This is an optimization exercise on Yosys and OpenROAD, whose aim is small area, not a production implementation. The RTL was checked by simulation tests, not by an equivalence proof against the original design.

==> flow/design.v (excerpt) <==
module calculator_hex(
    input clk,
    input rst,
    input button,
    input [7:0]num1,
    input [7:0]num2,
    input [2:0]func,
    output [31:0]cal_result
    );
Settings: LEC_CHECK=0, CAP_MARGIN=20, CORE_MARGIN=2, CORE_UTILIZATION=40, SLEW_MARGIN=20; clock period 350.0 ns.
standard.sh (not shown) runs the stock make flow with config.mk's settings and CLKGATE_MAP_FILE= SYNTH_SCRIPT=/design/flow/synth_recipe.tcl, a recipe that flattens the netlist after the stock synthesis.
==> flow/flow/run.sh <==
#!/bin/bash
# Own layout flow: the standard synthesis, then the combinational logic
# re-mapped for area with ABC (registers untouched), then the standard
# layout, with the port buffers made of the smallest buffer cell.
set -euo pipefail
export BUFFER_PORTS_ARGS="-buffer_cell sky130_fd_sc_hd__buf_1"
RES=orfs/results/sky130hd/calculator_hex/base
bash standard.sh synth > standard_synth.log 2>&1
cp $RES/1_2_yosys.v standard_synth_netlist.v
python3 flow/genmodels.py $RES > genmodels.log 2>&1
yosys -s resyn.ys > resyn.log 2>&1
bash standard.sh > standard.log 2>&1
==> flow/flow/area.abc <==
strash
&get -n
&deepsyn -T 60
&put
dch -f
amap
topo
dnsize
==> flow/flow/genmodels.py <==
# Writes comb_models.v (the platform's combinational cells as Verilog, so that
# Yosys can flatten them into logic) and resyn.ys (the re-mapping script).
import os, re, sys
flow_home = os.environ['FLOW_HOME']
lib = flow_home + '/platforms/sky130hd/lib/sky130_fd_sc_hd__tt_025C_1v80.lib'
cfg = open(flow_home + '/platforms/sky130hd/config.mk').read()
m = re.search(r'export DONT_USE_CELLS \+= \\\n((?:.*\\\n)*.*\n)', cfg)
dont_use = re.findall(r'sky130_fd_sc_hd__\w+', m.group(1))
txt = open(lib).read()
cells = re.split(r'\n\s*cell\s*\(', txt)[1:]
out = []
def conv(f):
    f = f.replace('!', '~').replace('+', '|').replace('*', '&')
    f = re.sub(r'([\w\)])\s+([\w~\(])', r'\1 & \2', f)
    return f
for c in cells:
    name = re.match(r'"?([\w]+)"?', c).group(1)
    if re.search(r'\b(ff|latch|statetable)\s*\(', c):
        continue
    pins = re.findall(r'pin\s*\(\s*"?(\w+)"?\s*\)\s*\{(.*?)\n\s{8}\}', c, re.S)
    ins = []; outs = []
    ok = True
    for p, body in pins:
        d = re.search(r'direction\s*:\s*"?(\w+)"?', body)
        if not d:
            continue
        if d.group(1) == 'input':
            ins.append(p)
        elif d.group(1) == 'output':
            f = re.search(r'function\s*:\s*"([^"]*)"', body)
            if not f:
                ok = False
                break
            outs.append((p, f.group(1)))
        else:
            ok = False
    if not ok or not outs:
        continue
    s = 'module %s(%s);\n' % (name, ', '.join(ins + [o for o, _ in outs]))
    for i in ins:
        s += '  input %s;\n' % i
    for o, f in outs:
        s += '  output %s;\n  assign %s = %s;\n' % (o, o, conv(f))
    s += 'endmodule\n'
    out.append(s)
open('comb_models.v', 'w').write('\n'.join(out))
res = sys.argv[1]
du = ' '.join('-dont_use ' + d for d in dont_use)
open('resyn.ys', 'w').write(f'''read_verilog comb_models.v
read_liberty -lib -ignore_redef {lib}
read_verilog {res}/1_2_yosys.v
hierarchy -check -top calculator_hex
flatten
opt -purge
techmap
opt -purge
abc -liberty {lib} -script flow/area.abc {du}
read_liberty -lib -overwrite {lib}
hierarchy -check -top calculator_hex
opt_clean -purge
splitnets
opt_clean -purge
hilomap -singleton -hicell sky130_fd_sc_hd__conb_1 HI -locell sky130_fd_sc_hd__conb_1 LO
opt_clean -purge
tee -o resyn_stat.log stat -liberty {lib}
check -assert -mapped
write_verilog -noattr -nohex -nodec {res}/1_2_yosys.v
''')
print(len(out), 'cell models,', len(dont_use), 'dont_use cells')
The starting point finished clean.
Edit:
CTS_BUF_LIST = sky130_fd_sc_hd__clkbuf_4 sky130_fd_sc_hd__clkbuf_8   (was not set)
CTS_CLUSTER_SIZE = 10   (was not set)
GPL_TIMING_DRIVEN = 0   (was not set)
What happened: Die area does not change. Cell count is lower by about 1.1%. Non-clock buffer count is lower by 20. Final area is lower by 1.9%. Global-route usage is lower by 1.5 points. Clock-buffer cell count is higher by 1.
Edit:
==> flow/flow/area.abc (replaced) <==
strash
ifraig
scorr
dc2
strash
&get -n
&deepsyn -T 60
&put
dch -f
map -a
topo
dnsize
CTS_BUF_LIST = not set   (was sky130_fd_sc_hd__clkbuf_4 sky130_fd_sc_hd__clkbuf_8)
CTS_CLUSTER_SIZE = not set   (was 10)
GPL_TIMING_DRIVEN = not set   (was 0)
Final area is higher by roughly a tenth.
Area after synthesis rose by a little under a tenth.
Die area went up by a little under a tenth.
Edit:
==> flow/flow/run.sh (replaced) <==
#!/bin/bash
# Own layout flow: the standard synthesis, then the combinational logic
# re-mapped for area with ABC (registers untouched; several random seeds run
# in parallel and the smallest netlist kept), then the standard layout,
# with the port buffers made of the smallest buffer cell and a clock tree
# without dummy loads.
set -euo pipefail
export BUFFER_PORTS_ARGS="-buffer_cell sky130_fd_sc_hd__buf_1"
export CTS_ARGS="-sink_clustering_enable -repair_clock_nets -sink_clustering_size 10 -buf_list {sky130_fd_sc_hd__clkbuf_4 sky130_fd_sc_hd__clkbuf_8} -dont_use_dummy_load"
RES=orfs/results/sky130hd/calculator_hex/base
SEEDS="0 1 2 3 4 5 6 7"
bash standard.sh synth > standard_synth.log 2>&1
cp $RES/1_2_yosys.v standard_synth_netlist.v
python3 flow/genmodels.py $RES $SEEDS > genmodels.log 2>&1
for s in $SEEDS; do
    yosys -s resyn_$s.ys > resyn_$s.log 2>&1 &
done
wait
python3 flow/pick.py $SEEDS > pick.log 2>&1
cp resyn_$(cat best_seed.txt).v $RES/1_2_yosys.v
bash standard.sh > standard.log 2>&1
==> flow/flow/area.abc (replaced) <==
strash
&get -n
&deepsyn -T 60 -S SEED
&put
dch -f
amap
topo
dnsize
--- a/flow/flow/genmodels.py
+++ b/flow/flow/genmodels.py
@@ -1,3 +1,4 @@
 # Writes comb_models.v (the platform's combinational cells as Verilog, so that
-# Yosys can flatten them into logic) and resyn.ys (the re-mapping script).
+# Yosys can flatten them into logic) and resyn_<seed>.ys, one re-mapping
+# script per ABC random seed.  Usage: genmodels.py RESULTS_DIR SEED...
 import os, re, sys
@@ -48,3 +49,6 @@
 du = ' '.join('-dont_use ' + d for d in dont_use)
-open('resyn.ys', 'w').write(f'''read_verilog comb_models.v
+abc = open('flow/area.abc').read()
+for seed in sys.argv[2:]:
+    open(f'area_{seed}.abc', 'w').write(abc.replace('SEED', seed))
+    open(f'resyn_{seed}.ys', 'w').write(f'''read_verilog comb_models.v
 read_liberty -lib -ignore_redef {lib}
@@ -56,3 +60,3 @@
 opt -purge
-abc -liberty {lib} -script flow/area.abc {du}
+abc -liberty {lib} -script area_{seed}.abc {du}
 read_liberty -lib -overwrite {lib}
@@ -64,5 +68,5 @@
 opt_clean -purge
-tee -o resyn_stat.log stat -liberty {lib}
+tee -o resyn_{seed}_stat.log stat -liberty {lib}
 check -assert -mapped
-write_verilog -noattr -nohex -nodec {res}/1_2_yosys.v
+write_verilog -noattr -nohex -nodec resyn_{seed}.v
 ''')
==> flow/flow/pick.py (new file) <==
# Picks the smallest of the re-mapped netlists. Usage: pick.py SEED...
import re, sys
best = None
for seed in sys.argv[1:]:
    try:
        a = float(re.search(r'Chip area for module .*: ([\d.]+)', open(f'resyn_{seed}_stat.log').read()).group(1))
    except Exception as e:
        print(seed, 'failed', e)
        continue
    print(seed, a)
    if best is None or a < best[1]:
        best = (seed, a)
print('best', best[0], best[1])
open('best_seed.txt', 'w').write(best[0] + '\n')
GPL_TIMING_DRIVEN = 0   (was not set)
The new run ran to the end with no violations.
Clock skew came out higher by 0.031 ns.
Core utilization shrinks by 1.0 points.
Final cell count fell by roughly a tenth.
Non-clock buffer count came out lower by 22.
Count of clock-buffer cells in the layout fell by 5.
Setup slack degrades by 13 ns.
Wire length falls by about a fifth.
Edit:
==> flow/flow/run.sh (replaced) <==
#!/bin/bash
# Own layout flow: the standard synthesis, then the combinational logic
# re-mapped for area with ABC (registers untouched), then the standard
# layout, with the port buffers made of the smallest buffer cell.
set -euo pipefail
export BUFFER_PORTS_ARGS="-buffer_cell sky130_fd_sc_hd__buf_1"
RES=orfs/results/sky130hd/calculator_hex/base
bash standard.sh synth > standard_synth.log 2>&1
cp $RES/1_2_yosys.v standard_synth_netlist.v
python3 flow/genmodels.py $RES > genmodels.log 2>&1
yosys -s resyn.ys > resyn.log 2>&1
bash standard.sh > standard.log 2>&1
==> flow/flow/area.abc (replaced) <==
strash
&get -n
&deepsyn -T 60
&put
dch -f
amap
topo
dnsize
--- a/flow/flow/genmodels.py
+++ b/flow/flow/genmodels.py
@@ -1,4 +1,3 @@
 # Writes comb_models.v (the platform's combinational cells as Verilog, so that
-# Yosys can flatten them into logic) and resyn_<seed>.ys, one re-mapping
-# script per ABC random seed.  Usage: genmodels.py RESULTS_DIR SEED...
+# Yosys can flatten them into logic) and resyn.ys (the re-mapping script).
 import os, re, sys
@@ -49,6 +48,3 @@
 du = ' '.join('-dont_use ' + d for d in dont_use)
-abc = open('flow/area.abc').read()
-for seed in sys.argv[2:]:
-    open(f'area_{seed}.abc', 'w').write(abc.replace('SEED', seed))
-    open(f'resyn_{seed}.ys', 'w').write(f'''read_verilog comb_models.v
+open('resyn.ys', 'w').write(f'''read_verilog comb_models.v
 read_liberty -lib -ignore_redef {lib}
@@ -60,3 +56,3 @@
 opt -purge
-abc -liberty {lib} -script area_{seed}.abc {du}
+abc -liberty {lib} -script flow/area.abc {du}
 read_liberty -lib -overwrite {lib}
@@ -68,5 +64,5 @@
 opt_clean -purge
-tee -o resyn_{seed}_stat.log stat -liberty {lib}
+tee -o resyn_stat.log stat -liberty {lib}
 check -assert -mapped
-write_verilog -noattr -nohex -nodec resyn_{seed}.v
+write_verilog -noattr -nohex -nodec {res}/1_2_yosys.v
 ''')
removed: flow/flow/pick.py
Final area is higher by 1.9%.
Cell count is higher by 0.52%.
Sequential cell count is unchanged.
Worst setup slack got worse by 0.26 ns.
Wire length is higher by 0.43%.
Sequential share of layout area is lower by 0.32 points.
Worst hold slack got worse by 0.0040 ns.
